This design comes from an exercise in tuning for small area and a short achievable clock period on the open sky130 flow, not from production work.
At most, simulation tests tie the RTL to the original design; equivalence was not proved.
Only the layout flow was run in run 1; the RTL was not checked for function there.
No activity file was given, so power comes from the tool's default toggle rates. No driver is modelled on the clock port, so clocking that relies on it looks cheaper here than on a real chip.

==> flow/design.v (outline; a module is shown in full before it is edited, if it fits) <==
// module jmb_fifo: 16 lines
// module jmb_9x9_window: 85 lines
// module jmb_9x9_filter: 4143 lines
module jmb_9x9_filter #(
  parameter integer pixel_width = 8,
  parameter integer image_width = 64
) (
  input  wire valid_in,
  input  wire ready_in,
  input  wire clock,
  input  wire reset_n,
  input  wire [pixel_width-1:0] data_in,
  output wire valid_out,
  output wire ready_out,
  output wire [pixel_width-1:0] data_out
);
  // ...
==> flow/flow/run.sh <==
#!/bin/bash
# The standard layout (standard.sh: the standard flow's synthesis and ORFS flow, unchanged
# SDC) with these make-variable overrides:
#  - timing repair aims at a setup slack of 8.8 ns instead of 0,
#  - the buffers ABC put in are removed at floorplan (REMOVE_ABC_BUFFERS)
#    instead of running the pre-placement timing repair,
#  - port buffers are buf_4 (the default pick is a slow delay cell),
#  - CTS without dummy balancing loads, sinks clustered 30 per leaf buffer
#    within 60 um.
# make's full output goes to make_finish.log, each step's to orfs/logs/.
set -euo pipefail
bash standard.sh \
  SETUP_SLACK_MARGIN=8.8 \
  REMOVE_ABC_BUFFERS=1 \
  "BUFFER_PORTS_ARGS=-buffer_cell sky130_fd_sc_hd__buf_4" \
  "CTS_ARGS=-sink_clustering_enable -repair_clock_nets -dont_use_dummy_load -sink_clustering_size 30 -sink_clustering_max_diameter 60" \
  finish > make_finish.log 2>&1
==> flow/standard.sh <==
#!/bin/bash
# synth_recipe.tcl (not shown) runs the flow's synth.tcl, then flattens the netlist and writes it again
# the make line also repeats each setting of config.mk as NAME=value (left out here)
make -C /OpenROAD-flow-scripts/flow DESIGN_CONFIG=/design/flow/config.mk WORK_HOME=/design/flow/orfs CLKGATE_MAP_FILE= SYNTH_SCRIPT=/design/flow/synth_recipe.tcl "${@:-finish}"
==> flow/config.mk <==
export PLATFORM = sky130hd
export DESIGN_NAME = jmb_9x9_filter
export DESIGN_NICKNAME = jmb_9x9_filter
export VERILOG_FILES = /design/flow/design.v
export SDC_FILE = /design/flow/constraint.sdc
export NUM_CORES = 4
export LEC_CHECK = 0
export CAP_MARGIN = 20
export CORE_MARGIN = 2
export CORE_UTILIZATION = 55
export SLEW_MARGIN = 20
==> flow/constraint.sdc <==
create_clock -name core_clock -period 12.5 [get_ports {clock}]
set_input_delay 2.5000 -clock core_clock [delete_from_list [all_inputs] [get_ports {clock}]]
set_output_delay 2.5000 -clock core_clock [all_outputs]
set_load 0.01 [all_outputs]
==> impl_results.md, run 1 <==
- Status: no timing/DRC/antenna violations
- # resized after CTS: 94
- HP Class: register to register
- Hold buffer count at cts: 0
- Share of cells above drive strength 1: 0.0383
- HPWL after DPL: 164,000 um
- Top_reg_cell synth: dfxtp_1
- Cell with the most instances after synthesis: dfxtp_1
- Clk power: 7.44 mW
- CP Launch Type: register
- Drt pass-1 iters: 5
- Clkbuf count: approximately 230
- Biggest register: window.line.r
- Global route overflow: 0
- Tcrit/Tclk final: 0.310
- Levels on crit path: 1
- Met2 routed WL: 132,000 um
- Max FFs per register: 4,144
- Unrepaired setup endpoints after global routing: yes
- Worst path arrival time: between 1000 and 1500 ps
- Overall routed net length: 285,000 um
- Met3 wire len: roughly 9300 um
- Hold depth: 1
- Fill count: 20,959
- Vias per inst: 5.91
- Area-dominant class: sequential cells
- Number of diodes: 2
- Pins Over Slew Limit: 0
- Combinational Power Share: 0.033
- Synthesized area per cell: around 13 um2
- Final instance area: 154,000 um2
- Critical Path, Cell by Cell: buf_6
- Clock network fraction of total power: 0.338
- Sw Share: 0.216
- Setup violations, final: 0
==> module jmb_fifo, before the edit <==
module jmb_fifo #(
  parameter integer pixel_width = 8,
  parameter integer depth = 55
) (
  input  wire ld,
  input  wire hd,
  input  wire clock,
  input  wire [pixel_width-1:0] in,
  output wire [pixel_width*depth-1:0] taps
);
  reg [pixel_width*depth-1:0] r;
  wire [pixel_width*depth-1:0] d = {r[pixel_width*(depth-1)-1:0], in};
  always @(posedge clock)
    r <= ({pixel_width*depth{ld}} & d) | ({pixel_width*depth{hd}} & r);
  assign taps = r;
endmodule
==> run 2: changes to the inputs <==
--- a/flow/design.v
+++ b/flow/design.v
@@ -6,17 +6,17 @@
   input  wire hd,
   input  wire clock,
   input  wire [pixel_width-1:0] in,
   output wire [pixel_width*depth-1:0] taps
 );
   reg [pixel_width*depth-1:0] r;
   wire [pixel_width*depth-1:0] d = {r[pixel_width*(depth-1)-1:0], in};
   always @(posedge clock)
-    r <= ({pixel_width*depth{ld}} & d) | ({pixel_width*depth{hd}} & r);
+    r <= ({pixel_width*depth{~ld}} | d) & ({pixel_width*depth{~hd}} | r);
   assign taps = r;
 endmodule
 module jmb_9x9_window #(
   parameter integer pixel_width = 8
 ) (
   input  wire ld,
   input  wire hd,
   input  wire clock,
@@ -119,89 +119,89 @@
   always @(posedge clock) begin
     valid_out_r <= reset_n & valid_in;
     ready_out_r <= reset_n & ready_in;
   end
   assign valid_out = valid_out_r;
   assign ready_out = ready_out_r;
   wire [pixel_width*72-1:0] taps;
   jmb_9x9_window #(.pixel_width(pixel_width)) window (
-    .ld(ld), .hd(hd), .clock(clock), .data(data_in), .taps(taps));
-  wire [7:0] q0 = taps[0*8 +: 8];
-  wire [7:0] q1 = taps[1*8 +: 8];
-  wire [7:0] q2 = taps[2*8 +: 8];
-  wire [7:0] q3 = taps[3*8 +: 8];
-  wire [7:0] q4 = taps[4*8 +: 8];
-  wire [7:0] q5 = taps[5*8 +: 8];
-  wire [7:0] q62 = taps[6*8 +: 8];
-  wire [7:0] q63 = taps[7*8 +: 8];
-  wire [7:0] q64 = taps[8*8 +: 8];
-  wire [7:0] q65 = taps[9*8 +: 8];
-  wire [7:0] q66 = taps[10*8 +: 8];
-  wire [7:0] q67 = taps[11*8 +: 8];
-  wire [7:0] q68 = taps[12*8 +: 8];
-  wire [7:0] q69 = taps[13*8 +: 8];
-  wire [7:0] q70 = taps[14*8 +: 8];
-  wire [7:0] q126 = taps[15*8 +: 8];
-  wire [7:0] q127 = taps[16*8 +: 8];
-  wire [7:0] q128 = taps[17*8 +: 8];
-  wire [7:0] q129 = taps[18*8 +: 8];
-  wire [7:0] q131 = taps[19*8 +: 8];
-  wire [7:0] q132 = taps[20*8 +: 8];
-  wire [7:0] q133 = taps[21*8 +: 8];
-  wire [7:0] q134 = taps[22*8 +: 8];
-  wire [7:0] q190 = taps[23*8 +: 8];
-  wire [7:0] q191 = taps[24*8 +: 8];
-  wire [7:0] q192 = taps[25*8 +: 8];
-  wire [7:0] q193 = taps[26*8 +: 8];
-  wire [7:0] q194 = taps[27*8 +: 8];
-  wire [7:0] q195 = taps[28*8 +: 8];
-  wire [7:0] q196 = taps[29*8 +: 8];
-  wire [7:0] q197 = taps[30*8 +: 8];
-  wire [7:0] q198 = taps[31*8 +: 8];
-  wire [7:0] q254 = taps[32*8 +: 8];
-  wire [7:0] q255 = taps[33*8 +: 8];
-  wire [7:0] q257 = taps[34*8 +: 8];
-  wire [7:0] q258 = taps[35*8 +: 8];
-  wire [7:0] q259 = taps[36*8 +: 8];
-  wire [7:0] q261 = taps[37*8 +: 8];
-  wire [7:0] q262 = taps[38*8 +: 8];
-  wire [7:0] q318 = taps[39*8 +: 8];
-  wire [7:0] q319 = taps[40*8 +: 8];
-  wire [7:0] q320 = taps[41*8 +: 8];
-  wire [7:0] q321 = taps[42*8 +: 8];
-  wire [7:0] q322 = taps[43*8 +: 8];
-  wire [7:0] q323 = taps[44*8 +: 8];
-  wire [7:0] q324 = taps[45*8 +: 8];
-  wire [7:0] q325 = taps[46*8 +: 8];
-  wire [7:0] q326 = taps[47*8 +: 8];
-  wire [7:0] q382 = taps[48*8 +: 8];
-  wire [7:0] q383 = taps[49*8 +: 8];
-  wire [7:0] q384 = taps[50*8 +: 8];
-  wire [7:0] q385 = taps[51*8 +: 8];
-  wire [7:0] q387 = taps[52*8 +: 8];
-  wire [7:0] q388 = taps[53*8 +: 8];
-  wire [7:0] q389 = taps[54*8 +: 8];
-  wire [7:0] q390 = taps[55*8 +: 8];
-  wire [7:0] q446 = taps[56*8 +: 8];
-  wire [7:0] q447 = taps[57*8 +: 8];
-  wire [7:0] q448 = taps[58*8 +: 8];
-  wire [7:0] q449 = taps[59*8 +: 8];
-  wire [7:0] q450 = taps[60*8 +: 8];
-  wire [7:0] q451 = taps[61*8 +: 8];
-  wire [7:0] q452 = taps[62*8 +: 8];
-  wire [7:0] q453 = taps[63*8 +: 8];
-  wire [7:0] q454 = taps[64*8 +: 8];
-  wire [7:0] q511 = taps[65*8 +: 8];
-  wire [7:0] q512 = taps[66*8 +: 8];
-  wire [7:0] q513 = taps[67*8 +: 8];
-  wire [7:0] q514 = taps[68*8 +: 8];
-  wire [7:0] q515 = taps[69*8 +: 8];
-  wire [7:0] q516 = taps[70*8 +: 8];
-  wire [7:0] q517 = taps[71*8 +: 8];
+    .ld(ld), .hd(hd), .clock(clock), .data(~data_in), .taps(taps));
+  wire [7:0] q0 = ~taps[0*8 +: 8];
+  wire [7:0] q1 = ~taps[1*8 +: 8];
+  wire [7:0] q2 = ~taps[2*8 +: 8];
+  wire [7:0] q3 = ~taps[3*8 +: 8];
+  wire [7:0] q4 = ~taps[4*8 +: 8];
+  wire [7:0] q5 = ~taps[5*8 +: 8];
+  wire [7:0] q62 = ~taps[6*8 +: 8];
+  wire [7:0] q63 = ~taps[7*8 +: 8];
+  wire [7:0] q64 = ~taps[8*8 +: 8];
+  wire [7:0] q65 = ~taps[9*8 +: 8];
+  wire [7:0] q66 = ~taps[10*8 +: 8];
+  wire [7:0] q67 = ~taps[11*8 +: 8];
+  wire [7:0] q68 = ~taps[12*8 +: 8];
+  wire [7:0] q69 = ~taps[13*8 +: 8];
+  wire [7:0] q70 = ~taps[14*8 +: 8];
+  wire [7:0] q126 = ~taps[15*8 +: 8];
+  wire [7:0] q127 = ~taps[16*8 +: 8];
+  wire [7:0] q128 = ~taps[17*8 +: 8];
+  wire [7:0] q129 = ~taps[18*8 +: 8];
+  wire [7:0] q131 = ~taps[19*8 +: 8];
+  wire [7:0] q132 = ~taps[20*8 +: 8];
+  wire [7:0] q133 = ~taps[21*8 +: 8];
+  wire [7:0] q134 = ~taps[22*8 +: 8];
+  wire [7:0] q190 = ~taps[23*8 +: 8];
+  wire [7:0] q191 = ~taps[24*8 +: 8];
+  wire [7:0] q192 = ~taps[25*8 +: 8];
+  wire [7:0] q193 = ~taps[26*8 +: 8];
+  wire [7:0] q194 = ~taps[27*8 +: 8];
+  wire [7:0] q195 = ~taps[28*8 +: 8];
+  wire [7:0] q196 = ~taps[29*8 +: 8];
+  wire [7:0] q197 = ~taps[30*8 +: 8];
+  wire [7:0] q198 = ~taps[31*8 +: 8];
+  wire [7:0] q254 = ~taps[32*8 +: 8];
+  wire [7:0] q255 = ~taps[33*8 +: 8];
+  wire [7:0] q257 = ~taps[34*8 +: 8];
+  wire [7:0] q258 = ~taps[35*8 +: 8];
+  wire [7:0] q259 = ~taps[36*8 +: 8];
+  wire [7:0] q261 = ~taps[37*8 +: 8];
+  wire [7:0] q262 = ~taps[38*8 +: 8];
+  wire [7:0] q318 = ~taps[39*8 +: 8];
+  wire [7:0] q319 = ~taps[40*8 +: 8];
+  wire [7:0] q320 = ~taps[41*8 +: 8];
+  wire [7:0] q321 = ~taps[42*8 +: 8];
+  wire [7:0] q322 = ~taps[43*8 +: 8];
+  wire [7:0] q323 = ~taps[44*8 +: 8];
+  wire [7:0] q324 = ~taps[45*8 +: 8];
+  wire [7:0] q325 = ~taps[46*8 +: 8];
+  wire [7:0] q326 = ~taps[47*8 +: 8];
+  wire [7:0] q382 = ~taps[48*8 +: 8];
+  wire [7:0] q383 = ~taps[49*8 +: 8];
+  wire [7:0] q384 = ~taps[50*8 +: 8];
+  wire [7:0] q385 = ~taps[51*8 +: 8];
+  wire [7:0] q387 = ~taps[52*8 +: 8];
+  wire [7:0] q388 = ~taps[53*8 +: 8];
+  wire [7:0] q389 = ~taps[54*8 +: 8];
+  wire [7:0] q390 = ~taps[55*8 +: 8];
+  wire [7:0] q446 = ~taps[56*8 +: 8];
+  wire [7:0] q447 = ~taps[57*8 +: 8];
+  wire [7:0] q448 = ~taps[58*8 +: 8];
+  wire [7:0] q449 = ~taps[59*8 +: 8];
+  wire [7:0] q450 = ~taps[60*8 +: 8];
+  wire [7:0] q451 = ~taps[61*8 +: 8];
+  wire [7:0] q452 = ~taps[62*8 +: 8];
+  wire [7:0] q453 = ~taps[63*8 +: 8];
+  wire [7:0] q454 = ~taps[64*8 +: 8];
+  wire [7:0] q511 = ~taps[65*8 +: 8];
+  wire [7:0] q512 = ~taps[66*8 +: 8];
+  wire [7:0] q513 = ~taps[67*8 +: 8];
+  wire [7:0] q514 = ~taps[68*8 +: 8];
+  wire [7:0] q515 = ~taps[69*8 +: 8];
+  wire [7:0] q516 = ~taps[70*8 +: 8];
+  wire [7:0] q517 = ~taps[71*8 +: 8];
   reg [138:0] p1;
   reg [35:0] p2;
   wire n1;
   wire n2;
   wire n3;
   wire n4;
   wire n5;
   wire n6;
==> run 2 against run 1 <==
Effect of this change:
- still clean
- sequential share of layout area rose by 0.51 points
- sequential power is essentially flat
- die area down 0.83%
- clock power shrank 2%
- first-iteration DRC count decreased by 19%
- cell area decreased by 0.90%
- global-route usage shrank 0.42 points
- count of clock-buffer cells in the layout is 4 lower
- fmax rose by 0.42%
- combinational power rose by 8.9%
- highest routed layer unchanged
==> impl_results.md, run 2 <==
- Cell with the most instances after synthesis: dfxtp_1
- Worst-margin pin slew: 950 ps
- Count of input and output buffers: 21
- Final Hold Fails: 0
- Share of cells above drive strength 1: 0.0385 (+0.000222)
- Worst Setup Path Type: register to output port
- Pins Over Slew Limit: 0 (unchanged)
- Die W: about 510 um
- GRT Max-Usage Layer: met2
- Final ANT Viol Nets: 0
- Standard-cell rows: between 150 and 200
- Pwr dens: 144 nW/um2
- Reg2reg start: window.line.r[502]$_DFF_P_
- Vias in the first global route: 80,448
- Status: no timing/DRC/antenna violations
- Max VDD drop: ~0.16 mV
- Overall routed net length: 275,000 um (-3.3%)
- Final hold slack: around 430 ps
- CP Launch Type: register
- Max Clk Rate: 259 MHz
- Register bit total from synthesis: 4,329
- CTS Buf Count: 227
- Fill count: 20,802 (-0.75%)
- H-Tree Level Count: 4
- Core Region: 259,000 um2
- CTS root buf: clkbuf_16
- YS warnings: 2
- Synth Cell Area: 143,000 um2
- TNS Setup: 0 ps
- Chip Height: ~510 um
- CP top delay family: flip-flops
- Area Overhead vs Synth: 6.55%
- Nets: 10,921
- Synth area leader: dfxtp_1
- Max FFs per register: 4,144 (unchanged)
- CP Capture Type: output port
- Top_reg_cell synth: dfxtp_1
- Biggest regs: window.line.r x4144, p1 x139, p2 x36
- M2 GR Usage: 0.337
- Period minus WS final: roughly 3900 ps
- Initial antenna violation count: 6
- Unrepaired setup endpoints after global routing: yes
- Setup violations, final: 0 (unchanged)
- Tcrit/Tclk final: 0.308 (-0.00131)
- Most frequent cells after synthesis: dfxtp_1, o22a_1, clkbuf_1, fa_1, inv_1
- HP Class: register to register
- Biggest register: window.line.r
- Hold buffer count at cts: 0 (unchanged)
- Top cells by area, synth: dfxtp_1, o22a_1, fa_1, clkbuf_1, inv_1
- Via count: between 80,000 and 90,000
- Wirelength per Cell: 20.2 um
- Most frequent cells in the layout: dfxtp_1, o22a_1, fa_1
- CP Data Required Time: 10,000 ps
- CP bufs+invs: 1
- Synthesized area per cell: 13.3 um2 (+2.8%)
- Clk Latency, worst-skew pair: 880 ps
- Cells after synthesis: about 11,000
- DRC: 0
- Slowest-stage cell, CP: dfxtp_2
- RePlAce Congestion: 0.847
- Die area: 264,000 um2
- Final worst clock skew: 70.1 ps
- Async SR Flop Fraction: 0
- HP Start: window.line.r[710]$_DFF_P_
- Commonest non-fill, non-tap cell in the layout: dfxtp_1
- 1st-iter DRT viols: approximately 4,800
- Critical Path, Cell by Cell: buf_6
- Initial Util: 0.552
- Crit-path max FO: 2
- First-pass GRT wire length: 440,000 um
- GR Layer Usage met1: 0.281
- Vias per inst: 6.00 (+1.4%)
- Worst setup startpoint: data_out_r[2]$_DFF_P_
- Max-Cap Viols: 0
- Top cell type's share of synthesized area: 0.605
- Total GRT Usage: 0.201
- Crit-path max cell delay: 370 ps
- Slew headroom: 0.367
- Worst path arrival time: 1350 ps (-20 ps)
- Global route overflow: 0 (unchanged)
- Reg clk slew, reported paths: between 100 and 150 ps
- Post-synthesis sequential area ratio: 0.605
- EDFF count, synth: 0
- Drt pass-1 iters: 5 (unchanged)
- Synth unique cells: 46
- CTS tree: yes
- GR Util met3: 0.0233
- I/O pin total: 22
- Leakage Power: around 47 nW
- Largest net degree at the start of global routing: 257
- CTS Sinks: 4,329
- HPWL after DPL: 162,000 um (-1.2%)
- Maximum root-to-sink buffer count: 3
[run 2: cell types whose count changed in the layout (fill, tap and decap cells not counted), sizes merged, moves of 28 or more]
cell / before / now
o22ai: 46 / 14
o21ai: 233 / 157
inv: 554 / 204
a21oi: 17 / 45
o22a: 0 / 4106
nor2: 3 / 47
a22o: 4040 / 9
nand2: 244 / 174
[run 2: final cells by class]
class / count / area [um2] / area share
Sequential cell: 4329 / 86700 / 0.568
Multi-Input combinational cell: 5313 / 52100 / 0.342
Clock buffer: 227 / 5680 / 0.0372
Tap cell: 3402 / 4260 / 0.0279
Timing Repair Buffer: 140 / 3020 / 0.0198
Inverter: 204 / 766 / 0.00502
Antenna cell: 3 / 7.51 / 0.0000492
[run 2: worst paths after layout]
kind	end	slack, ps	depth (start not counted)
hold reg to reg	window.line.r[718]$_DFF_P_	430	1
setup / recovery	data_out[2]	8650	1
hold / removal	window.line.r[718]$_DFF_P_	430	1
setup reg to reg	p1[58]$_DFF_P_	8920	6
[run 2: timing repair]
action,in CTS,in global routing
pin swaps,4,0
setup buffers,6,0
resized for setup,113,24
endpoints found under the setup margin,3516,1702
endpoints found under the hold margin,0,0
cloned,39,17
[run 2: power by group]
group          switching [mW]  leakage, nW  internal [mW]
combinational           0.565         9.28          0.235
sequential             0.0201         35.1           13.8
clock                    4.11         2.80           3.21
[run 2: kinds of logic (layout without fill, tap and decap cells)]
kind of cell    count (synthesis)  after routing  synth area share
compound gates               4358           4358             0.261
flops                        4329           4329             0.605
buf+inv                      1165            571            0.0313
fa+ha+maj                     694            694            0.0948
simple gates                  245            251           0.00696
xor+xnor                        9              9          0.000551
mux                             1              1         0.0000786
other cells                     0              3                 0
[run 2: stage by stage]
stage | setup slack, ps | power, mW | instances | util | area, um2
5_1_grt | 8600 | 22.8 | 13618 | 0.588 | 153000
3_3_place_gp | 6950 | 14.8 | 13325 | 0.558 | 145000
3_5_place_dp | 6890 | 14.8 | 13325 | 0.558 | 145000
6_report | 8650 | 21.9 | 13618 | 0.588 | 153000
4_1_cts | 8580 | 22.2 | 13597 | 0.587 | 152000
2_1_floorplan | -61940 | 15.1 | 9840 | - | 139000
[run 2: worst reg2reg max path: cells and delay by family (launching register included)]
kind	cells	cell delay [ps]
compound gates	1	70
flops	1	480
fa+ha+maj	5	2870
[run 2: per-layer routing]
metal,vias up,part of all wire
li1,39559,-
met1,41127,0.48
met2,677,0.48
met3,311,0.025
met4,0,0.019
met5,-,0
==> run 3: changes to the inputs <==
--- a/flow/config.mk
+++ b/flow/config.mk
@@ -9,3 +9,3 @@
 export CORE_MARGIN = 2
-export CORE_UTILIZATION = 55
+export CORE_UTILIZATION = 65
 export SLEW_MARGIN = 20
==> run 3 against run 2 <==
Effect of this change:
- core utilization up 10 points
- combinational power increased by 1%
- sequential power hardly changed
- largest cell class unchanged
==> impl_results.md, run 3 <==
- Status: no timing/DRC/antenna violations
- Synth unique cells: 46 (unchanged)
- Vias per inst: 6.26 (+4.4%)
- Biggest register: window.line.r
- Most frequent cells in the layout: dfxtp_1, o22a_1, fa_1
- Final Hold Fails: 0 (unchanged)
- Max FFs per register: 4,144 (unchanged)
- CP top delay family: flip-flops
- Pins Over Slew Limit: 0 (unchanged)
- HP Class: register to register
- Area Overhead vs Synth: 6.04%
- Max Clk Rate: 257 MHz (-0.85%)
- Cells after synthesis: 10,801 (unchanged)
- Met2 routed WL: 128,000 um (-3.0%)
- Chip Height: 473 um (-8.0%)
- Global route overflow: 0 (unchanged)
- CP Launch Type: register
- Slew headroom: 0.392 (+0.0248)
- Slowest-stage cell, CP: dfxtp_4
- Commonest non-fill, non-tap cell in the layout: dfxtp_1
- Vias in the first global route: 79,926 (-0.65%)
- Worst path arrival time: 1390 ps (+40 ps)
- Synth Cell Area: 143,000 um2 (unchanged)
- Synth area leader: dfxtp_1
- Worst setup path endpoint: data_out[5]
- Synthesized area per cell: 13.3 um2 (unchanged)
- YS warnings: 2 (unchanged)
- Total GRT Usage: 0.231 (+0.0295)
- Clk Latency, worst-skew pair: 870 ps (about the same)
- Reg2reg start: window.line.r[1075]$_DFF_P_
- CP Capture Type: output port
- Nets: 10,913 (-0.073%)
- Reg2reg setup slack: 9000 ps (+80 ps)
- Post-synthesis sequential area ratio: 0.605 (unchanged)
- Initial antenna violation count: 1 (-5)
- I/O pin total: 22 (unchanged)
- CP bufs+invs: 1 (unchanged)
- CTS Buf Count: 206 (-9.3%)
- 1st-iter DRT viols: 4,997 (+3.7%)
- H-Tree Level Count: 4 (unchanged)
- Via count: 81,896 (+0.27%)
- Unrepaired setup endpoints after global routing: yes
- Drt pass-1 iters: 5 (unchanged)
- Crit-path max cell delay: 400 ps (+30 ps)
- Wl on met1: 123,000 um (-6.4%)
- CP Data Required Time: 10,000 ps (about the same)
- FF-to-FF End: p1[15]$_DFF_P_
- Reg clk slew, reported paths: 100 ps (about the same)
- Most frequent cells after synthesis: dfxtp_1, o22a_1, clkbuf_1, fa_1, inv_1
- Die W: 473 um (-8.0%)
- Worst Setup Path Type: register to output port
- CTS tree: yes
- Cell with the most instances after synthesis: dfxtp_1
- Top cells by area, synth: dfxtp_1, o22a_1, fa_1, clkbuf_1, inv_1
- First-pass GRT wire length: 426,000 um (-3.3%)
- Core Region: 219,000 um2 (-15%)
- Count of input and output buffers: 21 (unchanged)
- Worst-margin pin slew: 912 ps (-37.3 ps)
- Leakage Power: 47.2 nW (about the same)
- Share of cells above drive strength 1: 0.0377 (-0.000754)
- DRC: 0 (unchanged)
- Worst setup startpoint: data_out_r[5]$_DFF_P_
- Async SR Flop Fraction: 0 (unchanged)
- Levels on crit path: 1 (unchanged)
- Max-Cap Viols: 0 (unchanged)
- Tot Pwr: 21.6 mW (-1.7%)
- Overall routed net length: 267,000 um (-3.1%)
- RePlAce Congestion: 0.873 (+3.1%)
- CTS Sinks: 4,329 (unchanged)
- CTS root buf: clkbuf_16
- Utilization after layout: 0.692 (+0.104)
- Met3 wire len: 7730 um (+11%)
- FF-to-FF path depth: 6 (unchanged)
- Initial Util: 0.653 (+0.101)
- EDFF count, synth: 0 (unchanged)
- Largest net degree at the start of global routing: 228 (-11%)
- Period minus WS final: 3890 ps (+33.2 ps)
- Final hold slack: 458 ps (+27.3 ps)
- Critical Path, Cell by Cell: buf_6
- Tcrit/Tclk final: 0.311 (+0.00266)
- Top_reg_cell synth: dfxtp_1
- Register bit total from synthesis: 4,329 (unchanged)
- Max Used Layer: met4
- Crit-path max FO: 2 (unchanged)
- Setup violations, final: 0 (unchanged)
- Pwr dens: 142 nW/um2 (-1.2%)
- HPWL after DPL: 155,000 um (-4.0%)
- Final worst clock skew: 61.6 ps (-8.56 ps)
- Maximum root-to-sink buffer count: 3 (unchanged)
- Die area: 224,000 um2 (-15%)
- Max VDD drop: 0.144 mV (-7.0%)
- Biggest regs: window.line.r x4144, p1 x139, p2 x36
- TNS Setup: 0 ps (unchanged)
- Final ANT Viol Nets: 0 (unchanged)
- Standard-cell rows: 172 (-8.0%)
- Top cell type's share of synthesized area: 0.605 (unchanged)
- Wirelength per Cell: 20.4 um (+0.93%)
run 3: stage by stage:
step | std cells | instance area (um2) | setup WS [ps]
floorplan | 9840 | 139000 | -61940
global placement | 12794 | 144000 | 6570
detailed placement | 12794 | 144000 | 6490
CTS | 13058 | 151000 | 8560
global route | 13077 | 152000 | 8560
finish | 13079 | 152000 | 8610
run 3: layout make-up:
type | count | area, um2
Sequential cell | 4329 | 86700
Timing Repair Buffer | 154 | 3480
Tap cell | 2871 | 3590
Multi-Input combinational cell | 5312 | 52100
Fill cell | 15608 | 67500
Inverter | 204 | 766
Clock buffer | 206 | 5150
Antenna cell | 3 | 7.51
run 3: worst min-delay path by stage:
stage | cells after the start | start | end | slack (ps)
2_1_floorplan | 2 | p1[0]$_DFF_P_ | p1[0]$_DFF_P_ | 430
6_report | 1 | window.line.r[1318]$_DFF_P_ | window.line.r[1326]$_DFF_P_ | 460
4_1_cts | 1 | window.line.r[3964]$_DFF_P_ | window.line.r[3972]$_DFF_P_ | 450
3_3_place_gp | 2 | p1[0]$_DFF_P_ | p1[0]$_DFF_P_ | 440
5_1_grt | 1 | window.line.r[3964]$_DFF_P_ | window.line.r[3972]$_DFF_P_ | 460
3_5_place_dp | 1 | window.line.r[3313]$_DFF_P_ | window.line.r[3313]$_DFF_P_ | 450
run 3: cells by family after synthesis:
| group | count (synthesis) | share of synthesized area |
|---|---|---|
| adder cells (fa/ha/maj) | 694 | 0.0948 |
| AND/OR/NAND/NOR | 245 | 0.00696 |
| AO/OA/AOI/OAI | 4358 | 0.261 |
| flip-flops | 4329 | 0.605 |
| buffers and inverters | 1165 | 0.0313 |
| multiplexers | 1 | 0.0000786 |
| XOR/XNOR | 9 | 0.000551 |
run 3: power breakdown:
group / total [mW] / switching, mW / leakage [nW] / internal [mW]
clock: 6.93 / 4.00 / 2.54 / 2.93
combinational: 0.810 / 0.559 / 9.56 / 0.250
sequential: 13.8 / 0.0228 / 35.1 / 13.8
run 3: repair_timing:
item,CTS,global route
pin swaps,3,0
gates cloned,53,18
hold buffers,0,0
resized for setup,125,21
buffers inserted,5,0
setup endpoints to repair,4205,994
run 3: per-layer routing:
metal  track usage  vias to the layer above
met1         0.317                    41273
met5             0                        -
met3        0.0291                      389
met2         0.383                      811
met4        0.0699                        0
li1              -                    39423
==> run 4: changes to the inputs <==
--- a/flow/flow/run.sh
+++ b/flow/flow/run.sh
@@ -3,3 +3,3 @@
 # SDC) with these make-variable overrides:
-#  - timing repair aims at a setup slack of 8.8 ns instead of 0,
+#  - timing repair aims at a setup slack of 9.0 ns instead of 0,
 #  - the buffers ABC put in are removed at floorplan (REMOVE_ABC_BUFFERS)
@@ -12,3 +12,3 @@
 bash standard.sh \
-  SETUP_SLACK_MARGIN=8.8 \
+  SETUP_SLACK_MARGIN=9.0 \
   REMOVE_ABC_BUFFERS=1 \
==> run 4 against run 3 <==
Effect of this change:
- cell area rose by 0.66%
- area after synthesis did not move
- synthesized cell count did not move
- first-iteration DRC count rose by 6.1%
==> impl_results.md, run 4 <==
- Final Hold Fails: 0 (unchanged)
- Synth Cell Area: 143,000 um2 (unchanged)
- CP bufs+invs: 1 (unchanged)
- Met3 wire len: 8110 um (+5.0%)
- HPWL after DPL: 155,000 um (unchanged)
- Share of cells above drive strength 1: 0.0425 (+0.00474)
- Via count: 82,427 (+0.65%)
- YS warnings: 2 (unchanged)
- Setup violations, final: 0 (unchanged)
- RePlAce Congestion: 0.873 (unchanged)
- Overall routed net length: 274,000 um (+2.6%)
- Status: no timing/DRC/antenna violations
- Max Clk Rate: 257 MHz (about the same)
- Count of input and output buffers: 21 (unchanged)
- Period minus WS final: 3880 ps (-2.77 ps)
- Final ANT Viol Nets: 0 (unchanged)
- TNS Setup: 0 ps (unchanged)
- Hold depth: 1 (unchanged)
- Slew headroom: 0.385 (-0.00661)
- Leakage Power: 47.7 nW (+1.2%)
- Final worst clock skew: 60.1 ps (-1.50 ps)
- Post-synthesis sequential area ratio: 0.605 (unchanged)
- Critical Path, Cell by Cell: buf_6
- Dpl cells: 12,794 (unchanged)
- Pins Over Slew Limit: 0 (unchanged)
- Max-Cap Viols: 0 (unchanged)
- Vias in the first global route: 80,875 (+1.2%)
- Initial antenna violation count: 2 (+1)
- Worst path arrival time: 1380 ps (about the same)
- Global route overflow: 0 (unchanged)
- CP top delay family: flip-flops
- Synth unique cells: 46 (unchanged)
- FF-to-FF path depth: 6 (unchanged)
- Synth area leader: dfxtp_1
- DRC: 0 (unchanged)
- Max FFs per register: 4,144 (unchanged)
- 1st-iter DRT viols: 5,300 (+6.1%)
- Core Region: 219,000 um2 (unchanged)
- Multiplexer share of the synthesized area: 0.0000786 (unchanged)
- Xor/xnor share of the synthesized area: 0.000551 (unchanged)
- Final hold slack: 458 ps (+0.0350 ps)
- Tcrit/Tclk final: 0.311 (about the same)
- HP Class: register to register
- Vias per inst: 6.28 (+0.37%)
- Wl on met1: 126,000 um (+2.2%)
- Initial Util: 0.653 (unchanged)
- Crit-path max cell delay: 400 ps (about the same)
- Cells after synthesis: 10,801 (unchanged)
- Register bit total from synthesis: 4,329 (unchanged)
- Most frequent cells in the layout: dfxtp_1, o22a_1, fa_1
- Worst-margin pin slew: 922 ps (+9.92 ps)
- I/O pin total: 22 (unchanged)
- Hold buffer count at cts: 0 (unchanged)
- Met2 routed WL: 132,000 um (+3.3%)
- Cell with the most instances after synthesis: dfxtp_1
- Biggest regs: window.line.r x4144, p1 x139, p2 x36
- CTS Buf Count: 206 (unchanged)
- Clk Latency, worst-skew pair: 860 ps (about the same)
- Biggest register: window.line.r
- Top cell type's share of synthesized area: 0.605 (unchanged)
- Die area: 224,000 um2 (unchanged)
- CTS tree: yes
- Async SR Flop Fraction: 0 (unchanged)
- Most frequent cells after synthesis: dfxtp_1, o22a_1, clkbuf_1, fa_1, inv_1
- Total GRT Usage: 0.238 (+0.00709)
- CTS Sinks: 4,329 (unchanged)
- Commonest non-fill, non-tap cell in the layout: dfxtp_1
- Crit-path max FO: 2 (unchanged)
- Max VDD drop: 0.143 mV (-0.91%)
- Complex-gate fraction of the synthesized area: 0.261 (unchanged)
- CP Launch Type: register
- Reg2reg setup slack: 9070 ps (+70 ps)
- Synth Area in Simple Gates: 0.00696 (unchanged)
- Hold EP: window.line.r[3972]$_DFF_P_
- Reg2reg start: window.line.r[46]$_DFF_P_
- CP Data Required Time: 10,000 ps (about the same)
- HP Start: window.line.r[3964]$_DFF_P_
- Unrepaired setup endpoints after global routing: yes
- CTS root buf: clkbuf_16
- FF-to-FF End: p1[58]$_DFF_P_
- Top cells by area, synth: dfxtp_1, o22a_1, fa_1, clkbuf_1, inv_1
- H-Tree Level Count: 4 (unchanged)
- Non-Filler Instances: 13,115 (+0.28%)
- Top_reg_cell synth: dfxtp_1
- Chip Height: 473 um (unchanged)
- Max Used Layer: met4
- Reg clk slew, reported paths: 100 ps (about the same)
- Pwr dens: 141 nW/um2 (-0.41%)
- Worst Setup Path Type: register to output port
- Largest net degree at the start of global routing: 195 (-14%)
- Drt pass-1 iters: 5 (unchanged)
- CP Capture Type: output port
- Standard-cell rows: 172 (unchanged)
- Maximum root-to-sink buffer count: 3 (unchanged)
- Area Overhead vs Synth: 6.74%
- Nets: 10,951 (+0.35%)
- Synthesized area per cell: 13.3 um2 (unchanged)
- Slowest-stage cell, CP: dfxtp_4
- Largest family of logic cells by synthesized area: compound AO/OA/AOI/OAI gates
- Die W: 473 um (unchanged)
- Adder-cell share of the synthesized area: 0.0948 (unchanged)
- Wirelength per Cell: 20.9 um (+2.3%)
- First-pass GRT wire length: 436,000 um (+2.5%)
- EDFF count, synth: 0 (unchanged)
run 4: changes by cell type in the layout (fill, tap and decap cells not counted), sizes merged:
cell	delta
buf	+20
bufbuf	+15
clkbuf	+2
diode	-2
nand2	+1
run 4: per-layer routing:
metal | GRT usage | vias up
met4 | 0.0706 | 0
li1 | - | 39493
met2 | 0.396 | 921
met1 | 0.327 | 41633
met3 | 0.0286 | 380
met5 | 0 | -
run 4: worst max-delay path by stage:
| stage | start | to | slack, ps | cells after the start |
|---|---|---|---|---|
| after detailed placement | reset_n | window.line.r[512]$_DFF_P_ | 6490 | 8 |
| after global placement | reset_n | window.line.r[512]$_DFF_P_ | 6570 | 8 |
| after floorplan | valid_in | p2[35]$_DFF_P_ | -61940 | 2 |
| final | data_out_r[0]$_DFF_P_ | data_out[0] | 8620 | 1 |
| after global routing | data_out_r[4]$_DFF_P_ | data_out[4] | 8560 | 1 |
| after CTS | data_out_r[4]$_DFF_P_ | data_out[4] | 8560 | 1 |
run 4: per-stage QoR:
| stage | area, um2 | power (mW) | util | setup WS [ps] |
|---|---|---|---|---|
| after floorplan | 139000 | 15.1 | - | -61940 |
| after global placement | 144000 | 14.8 | 0.657 | 6570 |
| after detailed placement | 144000 | 14.8 | 0.657 | 6490 |
| after CTS | 152000 | 21.8 | 0.694 | 8560 |
| after global routing | 153000 | 22.4 | 0.697 | 8560 |
| final | 153000 | 21.6 | 0.697 | 8620 |
run 4: power breakdown:
part           total [mW]  internal [mW]  switching, mW
Combinational       0.856          0.282          0.574
Clock                6.94           2.93           4.01
Sequential           13.8           13.8         0.0227
Total                21.6           17.0           4.60
run 4: kinds of logic (layout without fill, tap and decap cells):
kind of cell | count (synthesis) | after routing
simple gates | 245 | 251
compound gates | 4358 | 4358
flops | 4329 | 4329
other cells | 0 | 1
fa+ha+maj | 694 | 694
xor+xnor | 9 | 9
mux | 1 | 1
buf+inv | 1165 | 601
run 4: cell type report:
cell class	instances	area [um2]
sequential	4329	86700
fill	15493	66500
multi-input combinational	5313	52200
clock buffer	206	5150
timing repair buffer	191	4450
tap	2871	3590
inverter	204	766
antenna	1	2.50
run 4: repair_timing:
action | 4_1_cts | 5_1_grt
endpoints found under the hold margin | 0 | 0
endpoints found under the setup margin | 4262 | 2620
gates cloned | 80 | 20
pin swaps | 3 | 5
setup buffers | 5 | 9
resized for setup | 162 | 20
==> run 5: changes to the inputs <==
==> flow/flow/run.sh (replaced) <==
#!/bin/bash
# The standard layout (standard.sh: the standard flow's synthesis and ORFS flow, unchanged
# SDC) with these make-variable overrides:
#  - timing repair aims at a setup slack of 8.8 ns instead of 0,
#  - the buffers ABC put in are removed at floorplan (REMOVE_ABC_BUFFERS)
#    instead of running the pre-placement timing repair,
#  - port buffers are buf_4 (the default pick is a slow delay cell),
#  - CTS without dummy balancing loads, sinks clustered 30 per leaf buffer
#    within 80 um.
# make's full output goes to make_finish.log, each step's to orfs/logs/.
set -euo pipefail
bash standard.sh \
  SETUP_SLACK_MARGIN=8.8 \
  REMOVE_ABC_BUFFERS=1 \
  "BUFFER_PORTS_ARGS=-buffer_cell sky130_fd_sc_hd__buf_4" \
  "CTS_ARGS=-sink_clustering_enable -repair_clock_nets -dont_use_dummy_load -sink_clustering_size 30 -sink_clustering_max_diameter 80" \
  finish > make_finish.log 2>&1
==> run 5 against run 4 <==
Effect of this change:
- still clean on timing, DRC and antenna
- sequential power about the same
- routed wire length decreased by 2.7%
- combinational power decreased by 5.3%
- clock skew increased by 4.6 ps
- die area unchanged
- fmax increased by 0.57%
- area after synthesis unchanged
- critical path type unchanged
- largest cell class unchanged
- largest power group unchanged
- highest routed layer unchanged
==> impl_results.md, run 5 <==
- Most frequent cells in the layout: dfxtp_1, o22a_1, fa_1
- CP Data Required Time: 10,000 ps (about the same)
- Final ANT Viol Nets: 0 (unchanged)
- Chip Height: 473 um (unchanged)
- RePlAce Congestion: 0.873 (unchanged)
- Commonest non-fill, non-tap cell in the layout: dfxtp_1
- Max-Cap Viols: 0 (unchanged)
- CP bufs+invs: 1 (unchanged)
- Count of input and output buffers: 21 (unchanged)
- Leakage Power: 46.8 nW (-2.0%)
- Die area: 224,000 um2 (unchanged)
- Crit-path max FO: 2 (unchanged)
- Max FFs per register: 4,144 (unchanged)
- Largest net degree at the start of global routing: 228 (+17%)
- CTS Sinks: 4,329 (unchanged)
- Top_reg_cell synth: dfxtp_1
- Drt pass-1 iters: 5 (unchanged)
- Register bit total from synthesis: 4,329 (unchanged)
- CTS root buf: clkbuf_16
- TNS Setup: 0 ps (unchanged)
- Max VDD drop: 0.157 mV (+9.9%)
- Overall routed net length: 266,000 um (-2.7%)
- Pins Over Slew Limit: 0 (unchanged)
- Tot Pwr: 21.0 mW (-2.8%)
- Tcrit/Tclk final: 0.309 (-0.00175)
- Critical Path, Cell by Cell: buf_6
- Wirelength per Cell: 20.4 um (-2.2%)
- Area Overhead vs Synth: 5.52%
- Share of cells above drive strength 1: 0.0348 (-0.00767)
- Synth area leader: dfxtp_1
- Post-synthesis sequential area ratio: 0.605 (unchanged)
- CP Launch Type: register
- Setup violations, final: 0 (unchanged)
- Unrepaired setup endpoints after global routing: yes
- CTS tree: yes
- Via count: 81,814 (-0.74%)
- Vias per inst: 6.27 (-0.22%)
- HP Class: register to register
- Maximum root-to-sink buffer count: 3 (unchanged)
- Vias in the first global route: 79,781 (-1.4%)
- I/O pin total: 22 (unchanged)
- Die W: 473 um (unchanged)
- Cell with the most instances after synthesis: dfxtp_1
- H-Tree Level Count: 4 (unchanged)
- HPWL after DPL: 155,000 um (unchanged)
- Nets: 10,882 (-0.63%)
- Dpl cells: 12,794 (unchanged)
- Final Hold Fails: 0 (unchanged)
- Top cells by area, synth: dfxtp_1, o22a_1, fa_1, clkbuf_1, inv_1
- Worst Setup Path Type: register to output port
- Standard-cell rows: 172 (unchanged)
- Most frequent cells after synthesis: dfxtp_1, o22a_1, clkbuf_1, fa_1, inv_1
- YS warnings: 2 (unchanged)
- Biggest regs: window.line.r x4144, p1 x139, p2 x36
- Biggest register: window.line.r
- Synth unique cells: 46 (unchanged)
- Non-Filler Instances: 13,046 (-0.53%)
- Max Clk Rate: 259 MHz (+0.57%)
- Pwr dens: 139 nW/um2 (-1.7%)
- Worst-margin pin slew: 893 ps (-29.0 ps)
- Slew headroom: 0.404 (+0.0193)
- Async SR Flop Fraction: 0 (unchanged)
- Initial Util: 0.653 (unchanged)
- Clk Latency, worst-skew pair: 850 ps (about the same)
- Slowest-stage cell, CP: dfxtp_4
- Synthesized area per cell: 13.3 um2 (unchanged)
- CP top delay family: flip-flops
- Total GRT Usage: 0.230 (-0.00740)
- Cells after synthesis: 10,801 (unchanged)
- First-pass GRT wire length: 426,000 um (-2.3%)
- CTS Buf Count: 171 (-17%)
- CP Capture Type: output port
- Status: no timing/DRC/antenna violations
- DRC: 0 (unchanged)
- EDFF count, synth: 0 (unchanged)
- Final worst clock skew: 64.7 ps (+4.60 ps)
- Initial antenna violation count: 1 (-1)
- Period minus WS final: 3860 ps (-21.8 ps)
- Worst path arrival time: 1360 ps (-20 ps)
- Core Region: 219,000 um2 (unchanged)
- 1st-iter DRT viols: 5,253 (-0.89%)
- Global route overflow: 0 (unchanged)
- Synth Cell Area: 143,000 um2 (unchanged)
- Crit-path max cell delay: 400 ps (about the same)
- Reg clk slew, reported paths: 100 ps (about the same)
- Top cell type's share of synthesized area: 0.605 (unchanged)
[run 5: changes by cell type in the layout (fill, tap and decap cells not counted), moves of 2 or more]
cell and delta:
buf_4 -6, clkbuf_16 -35, buf_6 -3, fa_1 +5, fa_2 -5, inv_1 +2
bufbuf_16 -16, inv_2 -2, dfxtp_1 +4, buf_16 -10, dfxtp_2 -3
[run 5: cells by family after synthesis]
group,synth area share
muxes,0.0000786
DFF,0.605
and+or+nand+nor,0.00696
AOI/OAI and AO/OA,0.261
adders and majority gates,0.0948
buffers and inverters,0.0313
xor gates and xnor gates,0.000551
[run 5: what timing repair did]
action	in CTS	in global routing
hold buffers	0	0
setup endpoints to repair	4205	2974
gates cloned	56	18
pin swaps	3	1
resized for setup	125	28
buffers inserted	5	1
[run 5: layout make-up]
| class | count | area [um2] |
|---|---|---|
| multi-input cells | 5312 | 52100 |
| repair buffers | 158 | 3610 |
| clock buffers | 171 | 4280 |
| fillers | 15726 | 68200 |
| diodes | 1 | 2.50 |
| inverters | 204 | 766 |
| well taps | 2871 | 3590 |
| flip-flops and latches | 4329 | 86700 |
[run 5: stage by stage]
stage / hold WS (ps) / setup WS (ps) / area (um2) / util
floorplan: 430 / -61940 / 139000 / -
global placement: 438 / 6570 / 144000 / 0.657
detailed placement: 451 / 6490 / 144000 / 0.657
CTS: 465 / 8570 / 151000 / 0.687
global route: 481 / 8590 / 151000 / 0.689
finish: 459 / 8640 / 151000 / 0.689
[run 5: power by group]
group	leakage, nW	switching [mW]	internal, mW
Sequential	35.1	0.0227	13.8
Combinational	9.63	0.560	0.251
Clock	2.11	3.90	2.47
Total	46.8	4.48	16.5
[run 5: final timing paths]
check,cells after the start,start,slack [ps],endpoint
max,1,data_out_r[0]$_DFF_P_,8640,data_out[0]
min,1,window.line.r[2375]$_DFF_P_,460,window.line.r[2383]$_DFF_P_
max reg2reg,6,window.line.r[3059]$_DFF_P_,8960,p1[15]$_DFF_P_
min reg2reg,1,window.line.r[2375]$_DFF_P_,460,window.line.r[2383]$_DFF_P_
[run 5: worst register-to-register path: stages (launching register included)]
cell and delay [ps]:
dfxtp_1 420, fa_1 490, fa_1 710, fa_1 510, fa_1 540, fa_1 600, o22ai_1 100
[run 5: metal layers]
| layer | wire (um) | global-route usage | share of wire | up-vias |
|---|---|---|---|---|
| met5 | 0 | 0 | 0 | - |
| met4 | 5990 | 0.0553 | 0.022 | 0 |
| met3 | 7190 | 0.0253 | 0.027 | 293 |
| met2 | 129000 | 0.389 | 0.49 | 774 |
| met1 | 124000 | 0.319 | 0.46 | 41411 |
| li1 | - | - | - | 39336 |
==> run 6: changes to the inputs <==
--- a/flow/config.mk
+++ b/flow/config.mk
@@ -9,3 +9,3 @@
 export CORE_MARGIN = 2
-export CORE_UTILIZATION = 65
+export CORE_UTILIZATION = 75
 export SLEW_MARGIN = 20
==> run 6 against run 5 <==
Effect of this change:
- register-to-register slack lost 30 ps
- worst hold slack got worse by 0.98 ps
- power down 0.48%
- core utilization is 10 points higher
- critical endpoint is now data_out[4]
==> impl_results.md, run 6 <==
- Max Used Layer: met5
- Initial Util: 0.754 (+0.101)
- Synthesized area per cell: 13.3 um2 (unchanged)
- Overall routed net length: 274,000 um (+3.0%)
- Chip Height: 441 um (-6.8%)
- Slew headroom: 0.365 (-0.0392)
- Area Overhead vs Synth: 4.88%
- Status: no timing/DRC/antenna violations
- Pwr dens: 139 nW/um2 (+0.12%)
- Utilization after layout: 0.790 (+0.101)
- Tcrit/Tclk final: 0.313 (+0.00352)
- Standard-cell rows: 160 (-7.0%)
- Crit-path max FO: 2 (unchanged)
- Pins Over Slew Limit: 0 (unchanged)
- TNS Setup: 0 ps (unchanged)
- Initial antenna violation count: 2 (+1)
- RePlAce Congestion: 0.926 (+6.0%)
- Unrepaired setup endpoints after global routing: yes
- DRC: 0 (unchanged)
- CP Data Required Time: 10,000 ps (about the same)
- Final Hold Fails: 0 (unchanged)
- 1st-iter DRT viols: 6,024 (+15%)
- Nets: 10,869 (-0.12%)
- Reg clk slew, reported paths: 100 ps (about the same)
- Max FFs per register: 4,144 (unchanged)
- Total GRT Usage: 0.269 (+0.0391)
- Period minus WS final: 3910 ps (+44.0 ps)
- Synth unique cells: 46 (unchanged)
- Top_reg_cell synth: dfxtp_1
- Leakage Power: 46.5 nW (-0.52%)
- Met3 wire len: 9830 um (+37%)
- CP bufs+invs: 1 (unchanged)
- Count of input and output buffers: 21 (unchanged)
- Cells after synthesis: 10,801 (unchanged)
- Worst Setup Path Type: register to output port
- Drt pass-1 iters: 14 (+9)
- CTS root buf: clkbuf_16
- Clk Latency, worst-skew pair: 850 ps (about the same)
- Final ANT Viol Nets: 0 (unchanged)
- Met2 routed WL: 136,000 um (+5.4%)
- HPWL after DPL: 162,000 um (+4.3%)
- Vias in the first global route: 81,112 (+1.7%)
- Via count: 82,614 (+0.98%)
- Global route overflow: 0 (unchanged)
- H-Tree Level Count: 4 (unchanged)
- Setup violations, final: 0 (unchanged)
- CTS Sinks: 4,329 (unchanged)
- Worst path arrival time: 1410 ps (+50 ps)
- Hold buffer count at cts: 0 (unchanged)
- Post-synthesis sequential area ratio: 0.605 (unchanged)
- Synth area leader: dfxtp_1
- Largest net degree at the start of global routing: 134 (-41%)
- Biggest regs: window.line.r x4144, p1 x139, p2 x36
- I/O pin total: 22 (unchanged)
- Most frequent cells in the layout: dfxtp_1, o22a_1, fa_1
- Max Clk Rate: 256 MHz (-1.1%)
- CTS Buf Count: 168 (-1.8%)
- Pre-CTS WS: 6450 ps (-35.8 ps)
- Cell with the most instances after synthesis: dfxtp_1
- EDFF count, synth: 0 (unchanged)
- Share of cells above drive strength 1: 0.0334 (-0.00143)
- Crit-path max cell delay: 430 ps (+30 ps)
- Fill count: 11,330 (-28%)
- Wirelength per Cell: 21.6 um (+6.0%)
- Register bit total from synthesis: 4,329 (unchanged)
- Commonest non-fill, non-tap cell in the layout: dfxtp_1
- Max-Cap Viols: 0 (unchanged)
- CP Capture Type: output port
- Die W: 441 um (-6.8%)
- Vias per inst: 6.52 (+3.9%)
- Top cells by area, synth: dfxtp_1, o22a_1, fa_1, clkbuf_1, inv_1
- HP Class: register to register
- Top cell type's share of synthesized area: 0.605 (unchanged)
- Final worst slack: 8590 ps (-44.0 ps)
- Slowest-stage cell, CP: dfxtp_4
- Critical Path, Cell by Cell: buf_6
- Synth Cell Area: 143,000 um2 (unchanged)
- First-pass GRT wire length: 428,000 um (+0.45%)
- Core Region: 190,000 um2 (-13%)
- CTS tree: yes
- Worst-margin pin slew: 952 ps (+58.8 ps)
- Wl on met1: 120,000 um (-3.1%)
- Max VDD drop: 0.159 mV (+0.99%)
- CP top delay family: flip-flops
- Die area: 194,000 um2 (-13%)
- Final worst clock skew: 75.6 ps (+10.9 ps)
- Async SR Flop Fraction: 0 (unchanged)
- CP Launch Type: register
- YS warnings: 2 (unchanged)
- Maximum root-to-sink buffer count: 3 (unchanged)
- Most frequent cells after synthesis: dfxtp_1, o22a_1, clkbuf_1, fa_1, inv_1
- Biggest register: window.line.r
run 6: cell counts after synthesis:
Identical to the previous run, type by type.
run 6: cell families after synthesis:
group	count (synthesis)	share of synthesized area
xor+xnor	9	0.000551
simple gates	245	0.00696
buf+inv	1165	0.0313
compound gates	4358	0.261
fa+ha+maj	694	0.0948
flops	4329	0.605
mux	1	0.0000786
run 6: path summary, 6_finish.rpt:
kind | start | to | slack [ps] | cells past startpoint
max | data_out_r[4]$_DFF_P_ | data_out[4] | 8590 | 1
min | p2[24]$_DFF_P_ | p2[24]$_DFF_P_ | 460 | 2
max reg2reg | window.line.r[6]$_DFF_P_ | p1[58]$_DFF_P_ | 8930 | 6
min reg2reg | p2[24]$_DFF_P_ | p2[24]$_DFF_P_ | 460 | 2
run 6: layer usage:
| layer | vias to the layer above | track usage |
|---|---|---|
| met4 | 2 | 0.0724 |
| met1 | 41804 | 0.363 |
| met5 | - | 0 |
| met3 | 362 | 0.0302 |
| li1 | 39253 | - |
| met2 | 1193 | 0.464 |
run 6: metrics by stage:
step / power (mW) / hold slack [ps] / area (um2) / instances
final: 20.9 / 458 / 150000 / 12674
after global routing: 21.6 / 478 / 150000 / 12674
after CTS: 21.0 / 453 / 149000 / 12639
after detailed placement: 14.8 / 448 / 144000 / 12428
after global placement: 14.8 / 440 / 144000 / 12428
after floorplan: 15.1 / 430 / 139000 / 9840
run 6: area by class of cell:
| class | count | area (um2) | area share |
|---|---|---|---|
| Multi-Input combinational cell | 5314 | 52200 | 0.347 |
| Sequential cell | 4329 | 86700 | 0.577 |
| Clock buffer | 168 | 4200 | 0.0280 |
| Timing Repair Buffer | 146 | 3200 | 0.0213 |
| Inverter | 204 | 766 | 0.00510 |
| Tap cell | 2511 | 3140 | 0.0209 |
| Antenna cell | 2 | 5.00 | 0.0000333 |
run 6: what timing repair did:
action / 4_1_cts / 5_1_grt
buffers inserted: 1 / 9
pin swaps: 2 / 4
endpoints found under the setup margin: 4028 / 2839
gates resized for setup: 122 / 23
gates cloned: 42 / 24
run 6: power by group:
part | switching, mW | internal (mW)
sequential | 0.0237 | 13.8
clock | 3.85 | 2.42
combinational | 0.555 | 0.239
==> run 7: changes to the inputs <==
--- a/flow/config.mk
+++ b/flow/config.mk
@@ -9,3 +9,3 @@
 export CORE_MARGIN = 2
-export CORE_UTILIZATION = 75
+export CORE_UTILIZATION = 70
 export SLEW_MARGIN = 20
==> run 7 against run 6 <==
Effect of this change:
- critical path depth is the same
- worst hold slack gained 3.9 ps
- cell count grew 1.4%
- via count shrank 1.2%
- combinational power shrank 2%
- cell area is essentially flat
- fmax grew 2.5%
- flip-flop and latch count is the same
- non-clock buffer count shrank 5
- largest cell class unchanged
- die area grew 7.1%
- global-route usage shrank 2.1 points
- power is essentially flat
- critical path type unchanged
==> impl_results.md, run 7 <==
- CP Launch Type: register
- Dpl cells: 12,612 (+1.5%)
- Pre-CTS WS: 6660 ps (+210 ps)
- Tcrit/Tclk final: 0.305 (-0.00766)
- Biggest regs: window.line.r x4144, p1 x139, p2 x36
- EDFF count, synth: 0 (unchanged)
- Status: no timing/DRC/antenna violations
- Met3 wire len: 7030 um (-29%)
- Overall routed net length: 265,000 um (-3.5%)
- CP Capture Type: output port
- CTS Buf Count: 169 (+0.60%)
- Combinational Power Share: 0.037 (about the same)
- Complex-gate fraction of the synthesized area: 0.261 (unchanged)
- Largest family of logic cells by synthesized area: compound AO/OA/AOI/OAI gates
- Count of input and output buffers: 21 (unchanged)
- TNS Setup: 0 ps (unchanged)
- Final ANT Viol Nets: 0 (unchanged)
- Standard-cell rows: 166 (+3.8%)
- CTS root buf: clkbuf_16
- Multiplexer share of the synthesized area: 0.0000786 (unchanged)
- Crit-path max FO: 2 (unchanged)
- Leakage Power: 46.5 nW (about the same)
- FF-to-FF path depth: 9 (+3)
- First-pass GRT wire length: 430,000 um (+0.47%)
- RePlAce Congestion: 0.865 (-6.6%)
- Worst Setup Path Type: register to output port
- Final worst slack: 8690 ps (+95.8 ps)
- 1st-iter DRT viols: 5,690 (-5.5%)
- Top_reg_cell synth: dfxtp_1
- Hold EP: p2[8]$_DFF_P_
- Global route overflow: 0 (unchanged)
- Core Region: 204,000 um2 (+7.4%)
- Vias per inst: 6.36 (-2.5%)
- Xor/xnor share of the synthesized area: 0.000551 (unchanged)
- Synth unique cells: 46 (unchanged)
- Wirelength per Cell: 20.6 um (-4.8%)
- Max VDD drop: 0.157 mV (-1.2%)
- Top cell type's share of synthesized area: 0.605 (unchanged)
- Synth Area in Simple Gates: 0.00696 (unchanged)
- CP top delay family: flip-flops
- Max-Cap Viols: 0 (unchanged)
- Final worst clock skew: 52.2 ps (-23.4 ps)
- I/O pin total: 22 (unchanged)
- Pwr dens: 139 nW/um2 (about the same)
- Setup violations, final: 0 (unchanged)
- Synth Cell Area: 143,000 um2 (unchanged)
- Worst path arrival time: 1310 ps (-100 ps)
- Unrepaired setup endpoints after global routing: yes
- Critical Path, Cell by Cell: buf_6
- Most frequent cells after synthesis: dfxtp_1, o22a_1, clkbuf_1, fa_1, inv_1
- Synth area leader: dfxtp_1
- Worst-margin pin slew: 1220 ps (+263 ps)
- H-Tree Level Count: 4 (unchanged)
- Clk Latency, worst-skew pair: 830 ps (-20 ps)
- Area Overhead vs Synth: 4.95% (about the same)
- Reg clk slew, reported paths: 80 ps (-20 ps)
- Reg2reg start: window.line.r[1563]$_DFF_P_
- Async SR Flop Fraction: 0 (unchanged)
- Post-synthesis sequential area ratio: 0.605 (unchanged)
- Reg2reg setup slack: 8950 ps (+20 ps)
- Adder-cell share of the synthesized area: 0.0948 (unchanged)
- Clock network fraction of total power: 0.302 (+0.002)
- Chip Height: 456 um (+3.5%)
- Register bit total from synthesis: 4,329 (unchanged)
- CP bufs+invs: 1 (unchanged)
- Slowest-stage cell, CP: dfxtp_2
- Wl on met1: 120,000 um (-0.12%)
- HP Start: p2[8]$_DFF_P_
- Biggest register: window.line.r
- Utilization after layout: 0.737 (-0.0537)
- Hold buffer count at cts: 0 (unchanged)
- HP Class: register to register
- Via count: 81,639 (-1.2%)
- Drt pass-1 iters: 5 (-9)
- HPWL after DPL: 156,000 um (-3.4%)
- Cell with the most instances after synthesis: dfxtp_1
- Initial Util: 0.702 (-0.0517)
- Top cells by area, synth: dfxtp_1, o22a_1, fa_1, clkbuf_1, inv_1
- CP Data Required Time: 10,000 ps (about the same)
- FF-to-FF End: p1[43]$_DFF_P_
- Total GRT Usage: 0.249 (-0.0207)
- Share of cells above drive strength 1: 0.0330 (-0.000374)
- Max Used Layer: met4
- Sequential Power Share: 0.661 (about the same)
- Initial antenna violation count: 4 (+2)
- Switch Pwr: 4.44 mW (about the same)
- Synthesized area per cell: 13.3 um2 (unchanged)
- Commonest non-fill, non-tap cell in the layout: dfxtp_1
- Most frequent cells in the layout: dfxtp_1, o22a_1, fa_1
- Max FFs per register: 4,144 (unchanged)
- Max Clk Rate: 262 MHz (+2.5%)
- Power Internal: 16.5 mW (about the same)
- Cells after synthesis: 10,801 (unchanged)
- Nets: 10,863 (-0.055%)
- Sw Share: 0.212 (about the same)
- Non-Filler Instances: 12,846 (+1.4%)
- CTS tree: yes
- YS warnings: 2 (unchanged)
- Met2 routed WL: 131,000 um (-3.8%)
- Die W: 456 um (+3.5%)
- Vias in the first global route: 81,098 (-0.017%)
- Largest net degree at the start of global routing: 246 (+84%)
- Period minus WS final: 3810 ps (-95.8 ps)
- Crit-path max cell delay: 370 ps (-60 ps)
- DRC: 0 (unchanged)
- CTS Sinks: 4,329 (unchanged)
- Hold depth: 2 (unchanged)
- Maximum root-to-sink buffer count: 3 (unchanged)
- Pins Over Slew Limit: 0 (unchanged)
- Slew headroom: 0.190 (-0.175)
- Die area: 208,000 um2 (+7.1%)
- Final Hold Fails: 0 (unchanged)
- Final hold slack: 462 ps (+3.86 ps)
run 7: cell counts after synthesis:
No cell type changed its count.
run 7: logic make-up (layout without fill, tap and decap cells):
kind of cell | Yosys count | after routing
AOI/OAI and AO/OA | 4358 | 4358
DFF | 4329 | 4329
buffers and inverters | 1165 | 514
adders and majority gates | 694 | 694
and+or+nand+nor | 245 | 250
xor gates and xnor gates | 9 | 9
muxes | 1 | 1
other | 0 | 3
run 7: power groups by stage:
stage | registers, mW | clock network (mW) | logic (mW)
after floorplan | 14.1 | 0 | 0.984
after CTS | 13.8 | 6.49 | 0.777
after global placement | 14.1 | 0 | 0.653
after detailed placement | 14.1 | 0 | 0.662
final | 13.8 | 6.31 | 0.782
after global routing | 13.8 | 6.97 | 0.852
run 7: routing by layer:
metal,vias to the layer above,global-route usage
li1,39296,-
met1,41102,0.337
met2,902,0.427
met3,339,0.0275
met4,0,0.0646
met5,-,0
run 7: area by class of cell:
class,count,area [um2]
inverters,204,766
fillers,13761,53700
repair buffers,141,3090
well taps,2688,3360
multi-input cells,5312,52100
diodes,3,7.51
clock buffers,169,4230
flip-flops and latches,4329,86700
run 7: worst max-delay path by stage:
stage | from | to | slack, ps | depth (start not counted)
after floorplan | valid_in | p2[35]$_DFF_P_ | -61940 | 2
after global placement | reset_n | window.line.r[1414]$_DFF_P_ | 6710 | 7
after detailed placement | reset_n | window.line.r[1406]$_DFF_P_ | 6660 | 7
after CTS | data_out_r[1]$_DFF_P_ | data_out[1] | 8630 | 1
after global routing | data_out_r[1]$_DFF_P_ | data_out[1] | 8620 | 1
final | data_out_r[0]$_DFF_P_ | data_out[0] | 8690 | 1
run 7: timing repair:
item                                    in CTS  in global routing
gates cloned                                49                  7
buffers inserted                             5                  1
resized for setup                          138                  4
pin swaps                                    3                  1
endpoints found under the setup margin    4139                 62
run 7: through the flow:
stage | power (mW) | area, um2
6_report | 20.9 | 150000
3_3_place_gp | 14.8 | 144000
2_1_floorplan | 15.1 | 139000
4_1_cts | 21.1 | 150000
3_5_place_dp | 14.8 | 144000
5_1_grt | 21.7 | 150000

==> afterwards: timing with drivers on the ports <==
In the flow no input, the clock included, has a driving cell. The finished layouts below were timed again as built, in two steps. Step 1: set_driving_cell puts a clkbuf_16 on clock and a buf_2 on each other input, an assumption about the parent block. Step 2, shift: input delay + t, output delay - t, t = (earliest + latest rising clock arrival at the registers) / 2. This alone moves slack from input paths to output paths. a / b / c = ideal / step 1 / step 2; a / b = the first two.
| run | t (ns) | setup slack, ns | worst setup path at the end | clock arrival spread, ns | worst register clock-pin slew, ns |
|---|---|---|---|---|---|
| run 1 | 0.966 | 8.630 / 8.539 / 7.742 | input to register | 0.104 / 0.105 | 0.11 / 0.11 |
| run 2 | 0.940 | 8.646 / 8.554 / 7.817 | input to register | 0.096 / 0.096 | 0.11 / 0.11 |
| run 3 | 0.928 | 8.613 / 8.526 / 7.877 | input to register | 0.083 / 0.083 | 0.11 / 0.11 |
| run 4 | 0.925 | 8.616 / 8.529 / 8.139 | input to register | 0.084 / 0.084 | 0.11 / 0.11 |
| run 5 | 0.910 | 8.637 / 8.550 / 7.936 | input to register | 0.080 / 0.080 | 0.11 / 0.11 |
| run 6 | 0.906 | 8.593 / 8.503 / 7.799 | input to register | 0.079 / 0.079 | 0.11 / 0.11 |
| run 7 | 0.905 | 8.689 / 8.601 / 7.868 | input to register | 0.078 / 0.078 | 0.11 / 0.11 |
After both steps setup and hold are still met in every run listed. For run 1, which loses most, drivers alone change the setup slack by -0.091 ns; drivers and shift together by -0.888 ns.
